Source: an optimization exercise on an open RTL-to-GDS flow (aim: small area, a short achievable clock period and few clock cycles). Production flows keep margins and buffers that such runs may drop.
At most, simulation tests tie the RTL to the original design; equivalence was not proved.
No activity file was given, so power comes from the tool's default toggle rates.

==> flow/design.v <==
module geofence ( clk,reset,X,Y,valid,is_inside);
input clk;
input reset;
input [9:0] X;
input [9:0] Y;
output reg valid;
output reg is_inside;
reg [3:0] cnt;
reg [9:0] px, py;        
reg [21:0] q5;           
reg [29:0] q4;           
reg [21:0] q3, q2, q1, q0;   
reg [15:0] m;            
reg prep;                
reg pass;                
reg two;
reg [3:0] ri;            
reg [2:0] pcnt;          
reg [2:0] rp;            
reg [2:0] cu, cw;        
reg [2:0] pu, pw;        
reg have_u, have_w;
reg [3:0] bcnt;          
reg signed [10:0] ux, uy, wx, wy;
reg signed [12:0] acc, d;
reg neg;                 
reg done, res;           
function [10:0] sub10;
    input [9:0] a, b;
    reg [10:0] g, p, gn, pn;
    integer l, j;
    begin
        g = {a & ~b, 1'b1};
        p = {~(a ^ b), 1'b0};
        for (l = 1; l < 16; l = l * 2) begin
            for (j = 0; j < 11; j = j + 1) begin
                if (j >= l) begin
                    gn[j] = g[j] | (p[j] & g[j-l]);
                    pn[j] = p[j] & p[j-l];
                end else begin
                    gn[j] = g[j];
                    pn[j] = p[j];
                end
            end
            g = gn;
            p = pn;
        end
        sub10 = {~g[10], ~(a ^ b) ^ g[9:0]};
    end
endfunction
wire signed [10:0] dx = sub10(X, px);
wire signed [10:0] dy = sub10(Y, py);
function neg13;
    input [12:0] a, b;
    reg [11:0] g, p, gn, pn;
    integer l, j;
    begin
        g = a[11:0] & b[11:0];
        p = a[11:0] | b[11:0];
        for (l = 1; l < 12; l = l * 2) begin
            for (j = 0; j < 12; j = j + 1) begin
                if (j >= l) begin
                    gn[j] = g[j] | (p[j] & g[j-l]);
                    pn[j] = p[j] & p[j-l];
                end else begin
                    gn[j] = g[j];
                    pn[j] = p[j];
                end
            end
            g = gn;
            p = pn;
        end
        neg13 = a[12] ^ b[12] ^ g[11];
    end
endfunction
wire signed [10:0] vx = q5[21:11];
wire signed [10:0] vy = q5[10:0];
wire [12:0] x1 = {{2{vx[10]}}, vx};          
wire [12:0] y1 = {{2{vy[10]}}, vy};          
wire [12:0] x2 = {vx[10], vx, 1'b0};         
wire [12:0] y2 = {vy[10], vy, 1'b0};         
wire [7:0] b;
assign b[0] = ~vy[10];                       
assign b[1] = ~neg13(y2, ~x1);               
assign b[2] = ~neg13(y1, ~x1);               
assign b[3] = ~neg13(y1, ~x2);               
assign b[4] = vx[10];                        
assign b[5] = neg13(y1, x2);                 
assign b[6] = neg13(y1, x1);                 
assign b[7] = neg13(y2, x1);                 
function [15:0] onehot;
    input [7:0] c;
    integer n;
    begin
        for (n = 0; n < 7; n = n + 1) begin
            onehot[n] = c[n] & ~c[n+1];
            onehot[n+8] = ~c[n] & c[n+1];
        end
        onehot[7] = c[7] & c[0];
        onehot[15] = ~c[7] & ~c[0];
    end
endfunction
function [3:0] encode;
    input [15:0] h;
    begin
        encode[0] = h[1] | h[3] | h[5] | h[7] | h[9] | h[11] | h[13] | h[15];
        encode[1] = h[2] | h[3] | h[6] | h[7] | h[10] | h[11] | h[14] | h[15];
        encode[2] = h[4] | h[5] | h[6] | h[7] | h[12] | h[13] | h[14] | h[15];
        encode[3] = |h[15:8];
    end
endfunction
wire [15:0] h4 = onehot(q4[29:22]);
wire [15:0] h5 = onehot(b);
genvar k;
wire [15:0] z = ~m;
wire [31:0] zz = {z, z};
wire [15:0] r7, r8;
generate
    for (k = 0; k < 16; k = k + 1) begin : g_run
        assign r7[k] = &zz[k+6:k];
        assign r8[k] = &zz[k+7:k];
    end
endgenerate
wire [31:0] r8r = {r8, r8};
wire [31:0] r7r = {r7, r7};
wire [15:0] outv, ambv;
generate
    for (k = 0; k < 16; k = k + 1) begin : g_dec
        assign outv[k] = |r8r[k+8:k+1];
        assign ambv[k] = ~outv[k] & (|r7r[k+9:k+1]);
    end
endgenerate
wire out = |(h5 & outv);
wire amb = |(h5 & ambv);
wire lo = |r7[7:0];
wire [15:0] rs = lo ? {8'd0, r7[7:0]} : r7;
wire in_i = h4[ri];
wire in_j = h4[{~ri[3], ri[2:0]}];
wire signed [10:0] qx = q4[21:11];
wire signed [10:0] qy = q4[10:0];
wire mdone = (bcnt == 4'd12);
wire signed [12:0] ta = wy[0] ? ux : 11'sd0;
wire signed [12:0] tb = wx[0] ? uy : 11'sd0;
wire signed [12:0] sum = (bcnt == 4'd11) ? (acc - d) : (acc + d);
wire nonneg = ~neg;
wire slow = (cnt == 4'd8) & ~valid;
always @(posedge clk or posedge reset) begin
    if (reset) begin
        cnt <= 4'd0;
        valid <= 1'b0;
    end else begin
        if (cnt == 4'd7) begin
            cnt <= 4'd8;
            valid <= ~amb;
        end else if (cnt == 4'd8) begin
            if (valid) begin
                cnt <= 4'd0;
                valid <= 1'b0;
            end else if (done)
                valid <= 1'b1;
        end else
            cnt <= cnt + 4'd1;
    end
end
always @(posedge clk) begin
    if (cnt == 4'd0) begin
        px <= X;
        py <= Y;
    end
    q5 <= (cnt >= 4'd7) ? q0 : {dx, dy};
    q4 <= {b, q5};
    q3 <= q4[21:0];
    q2 <= q3; q1 <= q2; q0 <= q1;
    if (cnt == 4'd2)
        m <= h5;
    else if ((cnt >= 4'd3) & (cnt <= 4'd7))
        m <= m | h5;
    if (cnt == 4'd7)
        is_inside <= ~out;
    else if (done)
        is_inside <= res;
end
wire pend = ~prep & (pcnt == 3'd6) & mdone;
wire lastpair = (pu == cu - 3'd1) & (pw == cw - 3'd1);
always @(*) begin
    done = 1'b0;
    res = 1'b0;
    if (slow & pend) begin
        if (nonneg) begin
            done = ~(two & ~pass);
            res = 1'b1;
        end else
            done = lastpair;
    end
end
always @(posedge clk) begin
    d <= ta - tb;
    if ((bcnt == 4'd0) | (bcnt >= 4'd11))
        acc <= 13'sd0;
    else
        acc <= sum >>> 1;
end
always @(posedge clk) begin
    if (~slow) begin
        prep <= 1'b1;
        pass <= 1'b0;
        pcnt <= 3'd0;
        cu <= 3'd0;
        cw <= 3'd0;
        pu <= 3'd0;
        pw <= 3'd0;
        have_u <= 1'b0;
        have_w <= 1'b0;
        bcnt <= 4'd15;
    end else begin
        if (bcnt <= 4'd11) begin
            bcnt <= bcnt + 4'd1;
            wx <= wx >>> 1;
            wy <= wy >>> 1;
        end
        if (bcnt == 4'd11)
            neg <= sum[12];
        rp <= (rp == 3'd5) ? 3'd0 : rp + 3'd1;
        if (prep) begin
            rp <= 3'd0;
            ri <= encode({rs[0], rs[15:1]});
            two <= lo & (|r7[15:8]);
            prep <= 1'b0;
        end else begin
            if ((pcnt == 3'd7) & (rp == 3'd5))
                pcnt <= 3'd0;
            if (pcnt < 3'd6) begin
                pcnt <= pcnt + 3'd1;
                if (in_i) begin
                    if (cu == pu) begin
                        ux <= qx;
                        uy <= qy;
                        have_u <= 1'b1;
                    end
                    cu <= cu + 3'd1;
                end
                if (in_j) begin
                    if (cw == pw) begin
                        wx <= qx;
                        wy <= qy;
                        have_w <= 1'b1;
                    end
                    cw <= cw + 3'd1;
                end
            end
            if (have_u & have_w & (bcnt == 4'd15))
                bcnt <= 4'd0;
            if (pend) begin
                if (nonneg) begin
                    pass <= 1'b1;
                    ri[3] <= ~ri[3];
                    pu <= 3'd0;
                    pw <= 3'd0;
                end else if (pw == cw - 3'd1) begin
                    pu <= pu + 3'd1;
                    pw <= 3'd0;
                end else
                    pw <= pw + 3'd1;
                pcnt <= 3'd7;
                cu <= 3'd0;
                cw <= 3'd0;
                have_u <= 1'b0;
                have_w <= 1'b0;
                bcnt <= 4'd15;
            end
        end
    end
end
endmodule
clock: 8.0 ns
lec_check: 0
abc_area: 1
cap_margin: 20
core_margin: 2
core_utilization: 60
cts_buf_list: sky130_fd_sc_hd__clkbuf_16
cts_cluster_diameter: 80
cts_cluster_size: 24
place_density: 0.75
setup_slack_margin: 5.0
slew_margin: 20
run.sh (not shown) runs the stock make flow with config.mk's settings and CLKGATE_MAP_FILE= SYNTH_SCRIPT=/design/flow/synth_recipe.tcl, a recipe that flattens the netlist after the stock synthesis.
The baseline finished with timing, DRC and antenna clean.
Edit:
--- a/flow/design.v
+++ b/flow/design.v
@@ -4,15 +4,13 @@
 input [9:0] X;
 input [9:0] Y;
 output reg valid;
 output reg is_inside;
 reg [3:0] cnt;
-reg [9:0] px, py;        
 reg [21:0] q5;           
-reg [29:0] q4;           
+reg [25:0] q4;           
 reg [21:0] q3, q2, q1, q0;   
-reg [15:0] m;            
 reg prep;                
 reg pass;                
 reg two;
 reg [3:0] ri;            
 reg [2:0] pcnt;          
@@ -20,12 +18,14 @@
 reg [2:0] cu, cw;        
 reg [2:0] pu, pw;        
 reg have_u, have_w;
 reg [3:0] bcnt;          
 reg signed [10:0] ux, uy, wx, wy;
-reg signed [12:0] acc, d;
-reg neg;                 
+wire [9:0] px = ux[9:0];
+wire [9:0] py = uy[9:0];
+wire [15:0] m = {wx[4:0], wy};
+reg signed [11:0] acc, d;
 reg done, res;           
 function [10:0] sub10;
     input [9:0] a, b;
     reg [10:0] g, p, gn, pn;
     integer l, j;
@@ -107,11 +107,10 @@
         encode[1] = h[2] | h[3] | h[6] | h[7] | h[10] | h[11] | h[14] | h[15];
         encode[2] = h[4] | h[5] | h[6] | h[7] | h[12] | h[13] | h[14] | h[15];
         encode[3] = |h[15:8];
     end
 endfunction
-wire [15:0] h4 = onehot(q4[29:22]);
 wire [15:0] h5 = onehot(b);
 genvar k;
 wire [15:0] z = ~m;
 wire [31:0] zz = {z, z};
 wire [15:0] r7, r8;
@@ -132,19 +131,19 @@
 endgenerate
 wire out = |(h5 & outv);
 wire amb = |(h5 & ambv);
 wire lo = |r7[7:0];
 wire [15:0] rs = lo ? {8'd0, r7[7:0]} : r7;
-wire in_i = h4[ri];
-wire in_j = h4[{~ri[3], ri[2:0]}];
+wire in_i = (q4[25:22] == ri);
+wire in_j = (q4[25:22] == {~ri[3], ri[2:0]});
 wire signed [10:0] qx = q4[21:11];
 wire signed [10:0] qy = q4[10:0];
-wire mdone = (bcnt == 4'd12);
-wire signed [12:0] ta = wy[0] ? ux : 11'sd0;
-wire signed [12:0] tb = wx[0] ? uy : 11'sd0;
+wire mdone = (bcnt == 4'd11);
+wire signed [11:0] ta = wy[0] ? ux : 11'sd0;
+wire signed [11:0] tb = wx[0] ? uy : 11'sd0;
 wire signed [12:0] sum = (bcnt == 4'd11) ? (acc - d) : (acc + d);
-wire nonneg = ~neg;
+wire nonneg = ~sum[12];
 wire slow = (cnt == 4'd8) & ~valid;
 always @(posedge clk or posedge reset) begin
     if (reset) begin
         cnt <= 4'd0;
         valid <= 1'b0;
@@ -161,22 +160,14 @@
         end else
             cnt <= cnt + 4'd1;
     end
 end
 always @(posedge clk) begin
-    if (cnt == 4'd0) begin
-        px <= X;
-        py <= Y;
-    end
     q5 <= (cnt >= 4'd7) ? q0 : {dx, dy};
-    q4 <= {b, q5};
+    q4 <= {encode(h5), q5};
     q3 <= q4[21:0];
     q2 <= q3; q1 <= q2; q0 <= q1;
-    if (cnt == 4'd2)
-        m <= h5;
-    else if ((cnt >= 4'd3) & (cnt <= 4'd7))
-        m <= m | h5;
     if (cnt == 4'd7)
         is_inside <= ~out;
     else if (done)
         is_inside <= res;
 end
@@ -194,16 +185,24 @@
     end
 end
 always @(posedge clk) begin
     d <= ta - tb;
     if ((bcnt == 4'd0) | (bcnt >= 4'd11))
-        acc <= 13'sd0;
+        acc <= 12'sd0;
     else
         acc <= sum >>> 1;
 end
 always @(posedge clk) begin
     if (~slow) begin
+        if (cnt == 4'd0) begin
+            ux <= {1'b0, X};
+            uy <= {1'b0, Y};
+        end
+        if (cnt == 4'd2)
+            {wx[4:0], wy} <= h5;
+        else if ((cnt >= 4'd3) & (cnt <= 4'd7))
+            {wx[4:0], wy} <= m | h5;
         prep <= 1'b1;
         pass <= 1'b0;
         pcnt <= 3'd0;
         cu <= 3'd0;
         cw <= 3'd0;
@@ -216,12 +215,10 @@
         if (bcnt <= 4'd11) begin
             bcnt <= bcnt + 4'd1;
             wx <= wx >>> 1;
             wy <= wy >>> 1;
         end
-        if (bcnt == 4'd11)
-            neg <= sum[12];
         rp <= (rp == 3'd5) ? 3'd0 : rp + 3'd1;
         if (prep) begin
             rp <= 3'd0;
             ri <= encode({rs[0], rs[15:1]});
             two <= lo & (|r7[15:8]);
=> Count of clock-buffer cells in the layout shrinks by 3. Final cell count came out higher by 1.1%. Routed wire length climbs by 5.4%. Flip-flop and latch count came out lower by 40. Area after synthesis drops by 6.2%. Non-clock buffer count increases by 3. Sequential power went down by 10%. Cell area fell by 5.2%. Total power is higher by 3.9%.
Testbench counts after the change, summed over its fixed seeds: cycles 7,162.
Function not checked in the first run of this note: the RTL went through the layout flow alone.

re-timing with driven ports:
How much do the figures lean on ideal ports? The routed layouts below were timed once more, with nothing changed but the port constraints.
Step 1 (the two cells are an assumption about what drives the block):
set clk [get_ports {clk}]
set_driving_cell -lib_cell sky130_fd_sc_hd__clkbuf_16 $clk
set_driving_cell -lib_cell sky130_fd_sc_hd__buf_2 [delete_from_list [all_inputs] $clk]
Step 2 adds t to the input delays and takes it off the output delays; t is the mean of the earliest and latest rising clock arrival at the registers after step 1. Input paths then give back, and output paths get back, about the clock's delay inside the block.
a / b / c = ideal ports / drivers / drivers and shift; a / b = the first two.
| run | t, ns | slack for setup (ns) | cell pins on the clock port's net |
|---|---|---|---|
| the first run | 0.542 | 5.065 / 5.092 / 4.550 | 1 |
| the second run | 0.532 | 5.060 / 5.013 / 4.586 | 1 |
After both steps setup and hold are still met in every run listed. The setup slack of the first run, which loses most, moves by +0.027 ns with the drivers and by -0.515 ns with both steps.
